This design comes from an exercise in tuning for small area on the open sky130 flow, not from production work. Power figures rest on the tool's default switching activity, not on a simulated workload.

the baseline:
==> flow/design.v <==
`timescale 1ns / 1ps
module Clock_Divider(
    input i_clk,
    input i_reset,
    output o_tick
    );
    localparam [6:0] POL  = 7'h2a;
    localparam [6:0] SEED = 7'h0;
    localparam [6:0] TICK = 7'h49;
    localparam [6:0] TERM = 7'h7;
    reg [6:0] r_phase;
    wire [6:0] w_phase = r_phase ^ POL;
    wire w_fb = ~(w_phase[6] ^ w_phase[0]);
    wire w_wrap = (w_phase == TERM);
    assign o_tick = (w_phase == TICK);
    always @(posedge i_clk) begin
        r_phase <= ((i_reset | w_wrap) ? SEED : {w_phase[5:0], w_fb}) ^ POL;
    end
endmodule
`timescale 1ns / 1ps
module Counter(
    input i_clk,
    input i_en,
    input i_reset,
    output [9:0] o_counter
    );
    reg [9:0] r_counter;
    assign o_counter = r_counter;
    wire w_wrap = i_en & (r_counter[9:5] == 5'b11111) & (r_counter[2:0] == 3'b111);
    always @(posedge i_clk) begin
        if (i_reset | w_wrap)
            r_counter <= 10'd0;
        else
            r_counter <= r_counter + {9'd0, i_en};
    end
endmodule
`timescale 1ns / 1ps
module comparater(
    input [9:0] i_counter,
    output o_light_0, o_light_1, o_light_2, o_light_3
    );
    assign o_light_0 = (i_counter == 10'd0);
    assign o_light_1 = (i_counter < 10'd300);
    assign o_light_2 = (i_counter < 10'd400);
    assign o_light_3 = (i_counter < 10'd600);
endmodule
`timescale 1ns / 1ps
module Button_Controller(
    input i_clk,
    input i_button,
    input i_reset,
    output o_button
    );
    localparam [18:0] POL  = 19'h2aaaa;
    localparam [18:0] SEED = 19'h2b0b7;
    localparam [18:0] PEND = 19'h6b0b7;
    reg r_state;             
    reg [18:0] r_count;
    wire [18:0] w_count = r_count ^ POL;
    wire w_pend  = (w_count == PEND);
    wire w_state = r_state ^ w_pend;
    wire w_en    = (i_button ^ w_state) & ~i_reset;
    wire w_fb    = w_pend ? 1'b0 : ~(w_count[18] ^ w_count[5]);
    wire [18:0] w_next = w_en ? {w_count[17:0], w_fb} : SEED;
    assign o_button = w_pend & r_state;
    always @(posedge i_clk) begin
        r_count <= w_next ^ POL;
        r_state <= ~i_reset & w_state;
    end
endmodule
`timescale 1ns / 1ps
module FSM(
    input i_clk,
    input i_reset,
    input [2:0] i_button,
    output [3:0] o_lightState
    );
    reg [3:0] r_level;
    assign o_lightState = r_level;
    always @(posedge i_clk) begin
        if (i_reset)          r_level <= 4'b0000;
        else if (i_button[0] & ~r_level[3]) r_level <= {r_level[2:0], 1'b1};   
        else if (i_button[1]) r_level <= {1'b0, r_level[3:1]};
        else if (i_button[2]) r_level <= 4'b0000;
    end
endmodule
`timescale 1ns / 1ps
module MUX(
    input [3:0] i_x,
    input [3:0] sel,
    input i_reset,
    output o_y
    );
    assign o_y = ~i_reset & |(i_x & sel);
endmodule
`timescale 1ns / 1ps
module Top_PWM_Light(
    input i_clk,
    input i_reset,
    input [2:0] i_button,
    output o_y
    );
    wire w_tick;
    Clock_Divider Clock_divider(.i_clk(i_clk), .i_reset(i_reset), .o_tick(w_tick));
    wire [9:0] w_counter;
    Counter counter(.i_clk(i_clk), .i_en(w_tick), .i_reset(i_reset), .o_counter(w_counter));
    wire [3:0] w_light;
    comparater comp(.i_counter(w_counter), .o_light_0(w_light[0]), .o_light_1(w_light[1]),
                    .o_light_2(w_light[2]), .o_light_3(w_light[3]));
    wire [2:0] w_button;
    Button_Controller Bt0(.i_clk(i_clk), .i_button(i_button[0]), .i_reset(i_reset), .o_button(w_button[0]));
    Button_Controller Bt1(.i_clk(i_clk), .i_button(i_button[1]), .i_reset(i_reset), .o_button(w_button[1]));
    Button_Controller Bt2(.i_clk(i_clk), .i_button(i_button[2]), .i_reset(i_reset), .o_button(w_button[2]));
    wire [3:0] w_lightState;
    FSM fsm(.i_clk(i_clk), .i_reset(i_reset), .i_button(w_button), .o_lightState(w_lightState));
    MUX mux(.i_x(w_light), .sel(w_lightState), .i_reset(i_reset), .o_y(o_y));
endmodule
clock: 10.0 ns
lec_check: 0
cap_margin: 20
core_margin: 2
core_utilization: 40
slew_margin: 20
standard.sh (not shown) runs the stock make flow with config.mk's settings and CLKGATE_MAP_FILE= SYNTH_SCRIPT=/design/flow/synth_recipe.tcl, a recipe that flattens the netlist after the stock synthesis.
==> flow/flow/run.sh <==
#!/bin/bash
# Own flow: the standard layout (standard.sh), with three changes:
#  - synthesis maps with an area-oriented ABC script (flow/area.abc) instead of
#    ORFS's speed script; everything else in synthesis is the standard flow's synth_recipe.tcl
#    and ORFS's synth.tcl unchanged (same registers and names);
#  - ports are buffered with buf_1 cells;
#  - CTS uses clkbuf_8 and inserts no dummy loads.
set -euo pipefail
W=$(pwd)
F=$W/flow
sed 's#^\( *\)log_cmd abc {\*}\$abc_args#\1log_cmd abc -script '"$F"'/area.abc {*}$lib_args {*}$lib_dont_use_args#' \
  "$FLOW_HOME/scripts/synth.tcl" > "$W/synth_core.tcl"
grep -q "$F/area.abc" "$W/synth_core.tcl"
sed "s#\$::env(SCRIPTS_DIR)/synth.tcl#$W/synth_core.tcl#" synth_recipe.tcl > "$W/synth_area.tcl"
grep -q synth_core.tcl "$W/synth_area.tcl"
export BUFFER_PORTS_ARGS="-buffer_cell sky130_fd_sc_hd__buf_1"
export CTS_ARGS="-sink_clustering_enable -repair_clock_nets -dont_use_dummy_load -buf_list sky130_fd_sc_hd__clkbuf_8"
bash standard.sh SYNTH_SCRIPT="$W/synth_area.tcl" finish > "$W/standard.log" 2>&1
==> flow/flow/area.abc <==
strash
&get -n
&st
&syn2
&dch -f
&nf -R 1000
&put
topo
Edits applied to the flow inputs when going from the baseline to the candidate:
-- flow/design.v --
<<< the baseline, line 3
    input i_clk,
    input i_reset,
    output o_tick
    );
    localparam [6:0] POL  = 7'h2a;
    localparam [6:0] SEED = 7'h0;
    localparam [6:0] TICK = 7'h49;
    localparam [6:0] TERM = 7'h7;
    reg [6:0] r_phase;
    wire [6:0] w_phase = r_phase ^ POL;
    wire w_fb = ~(w_phase[6] ^ w_phase[0]);
    wire w_wrap = (w_phase == TERM);
    assign o_tick = (w_phase == TICK);
    always @(posedge i_clk) begin
        r_phase <= ((i_reset | w_wrap) ? SEED : {w_phase[5:0], w_fb}) ^ POL;
    end
endmodule
>>> the candidate, line 3
    input i_clk,
    input i_reset,
    output o_tick,
    output o_first
    );
    localparam [13:0] POL  = 14'h2aaa;
    localparam [13:0] SEED = 14'h0;
    localparam [13:0] R99  = 14'h225a;
    localparam [13:0] R9999 = 14'h3933;
    localparam [13:0] R49  = 14'h354f;
    reg [13:0] r_r;
    reg r_first;
    wire [13:0] w_r = r_r ^ POL;
    wire w_fb = ~(w_r[13] ^ w_r[0]);
    wire w_wrap = (w_r == R49);
    assign o_tick = (w_r == R9999);
    assign o_first = r_first;
    always @(posedge i_clk) begin
        r_r <= ((i_reset | w_wrap) ? SEED : {w_r[12:0], w_fb}) ^ POL;
        r_first <= i_reset | o_tick | (r_first & ~(w_r == R99));
    end
endmodule
<<< the baseline, line 23
    input i_en,
    input i_reset,
    output [9:0] o_counter
    );
    reg [9:0] r_counter;
    assign o_counter = r_counter;
    wire w_wrap = i_en & (r_counter[9:5] == 5'b11111) & (r_counter[2:0] == 3'b111);
    always @(posedge i_clk) begin
        if (i_reset | w_wrap)
            r_counter <= 10'd0;
        else
            r_counter <= r_counter + {9'd0, i_en};
    end
endmodule
`timescale 1ns / 1ps
module comparater(
    input [9:0] i_counter,
    output o_light_0, o_light_1, o_light_2, o_light_3
    );
    assign o_light_0 = (i_counter == 10'd0);
    assign o_light_1 = (i_counter < 10'd300);
    assign o_light_2 = (i_counter < 10'd400);
    assign o_light_3 = (i_counter < 10'd600);
endmodule
`timescale 1ns / 1ps
>>> the candidate, line 28
    input i_en,
    input i_reset,
    output [3:0] o_counter
    );
    reg [3:0] r_counter;
    assign o_counter = r_counter;
    wire w_wrap = i_en & r_counter[3] & r_counter[0];
    always @(posedge i_clk) begin
        if (i_reset | w_wrap)
            r_counter <= 4'd0;
        else
            r_counter <= r_counter + {3'd0, i_en};
    end
endmodule
`timescale 1ns / 1ps
module comparater(
    input [3:0] i_counter,
    input i_first,
    output o_light_0, o_light_1, o_light_2, o_light_3
    );
    assign o_light_0 = i_first & (i_counter == 4'd0);
    assign o_light_1 = (i_counter < 4'd3);
    assign o_light_2 = (i_counter < 4'd4);
    assign o_light_3 = (i_counter < 4'd6);
endmodule
`timescale 1ns / 1ps
<<< the baseline, line 101
    output o_y
    );
    wire w_tick;
    Clock_Divider Clock_divider(.i_clk(i_clk), .i_reset(i_reset), .o_tick(w_tick));
    wire [9:0] w_counter;
    Counter counter(.i_clk(i_clk), .i_en(w_tick), .i_reset(i_reset), .o_counter(w_counter));
    wire [3:0] w_light;
    comparater comp(.i_counter(w_counter), .o_light_0(w_light[0]), .o_light_1(w_light[1]),
                    .o_light_2(w_light[2]), .o_light_3(w_light[3]));
    wire [2:0] w_button;
>>> the candidate, line 107
    output o_y
    );
    wire w_tick, w_first;
    Clock_Divider Clock_divider(.i_clk(i_clk), .i_reset(i_reset), .o_tick(w_tick), .o_first(w_first));
    wire [3:0] w_counter;
    Counter counter(.i_clk(i_clk), .i_en(w_tick), .i_reset(i_reset), .o_counter(w_counter));
    wire [3:0] w_light;
    comparater comp(.i_counter(w_counter), .i_first(w_first), .o_light_0(w_light[0]), .o_light_1(w_light[1]),
                    .o_light_2(w_light[2]), .o_light_3(w_light[3]));
    wire [2:0] w_button;
==> comparison <==
Routed wire in the candidate totals less than in the baseline.
In the candidate, the utilization after layout came out 0.22 points below the value in the baseline.
Between the candidate and the baseline, it is the candidate whose area after synthesis is lower, by 1.8%.
| clock period minus worst slack | the candidate vs the baseline | worse |
Sort the baseline and the candidate by power per standard cell area desc -> top: the candidate
The area fraction in compound gates after synthesis in the candidate was lower than what the baseline gave.
The synthesized cell count of the candidate is lower than that of the baseline.
~same final-layout clock buffer total in the baseline and the candidate
Function was not checked in any run of this note: the RTL went through the layout flow alone.

[static timing again, ports no longer ideal]
Ports are ideal in the flow. The routed layouts listed here were re-timed in OpenROAD. Step 1 (the two cells are an assumption about what drives the block):
set clk [get_ports {i_clk}]
set_driving_cell -lib_cell sky130_fd_sc_hd__clkbuf_16 $clk
set_driving_cell -lib_cell sky130_fd_sc_hd__buf_2 [delete_from_list [all_inputs] $clk]
Step 2 moves the port delays by t, midway between the first and last clock arrival at a register: inputs arrive t later, outputs are due t later. That takes back most of the time a late clock gives input paths. a / b / c = ideal / step 1 / step 2; a / b = the first two.
| run | t, ns | slack for setup (ns) | cell pins on the clock port's net |
|---|---|---|---|
| the baseline | 0.355 | 5.400 / 5.379 / 5.379 | 1 |
| the candidate | 0.356 | 5.362 / 5.340 / 5.340 | 1 |
After both steps every run listed still meets setup and hold. The setup slack of the candidate, which loses most, moves by -0.022 ns with the drivers and by -0.022 ns with both steps.
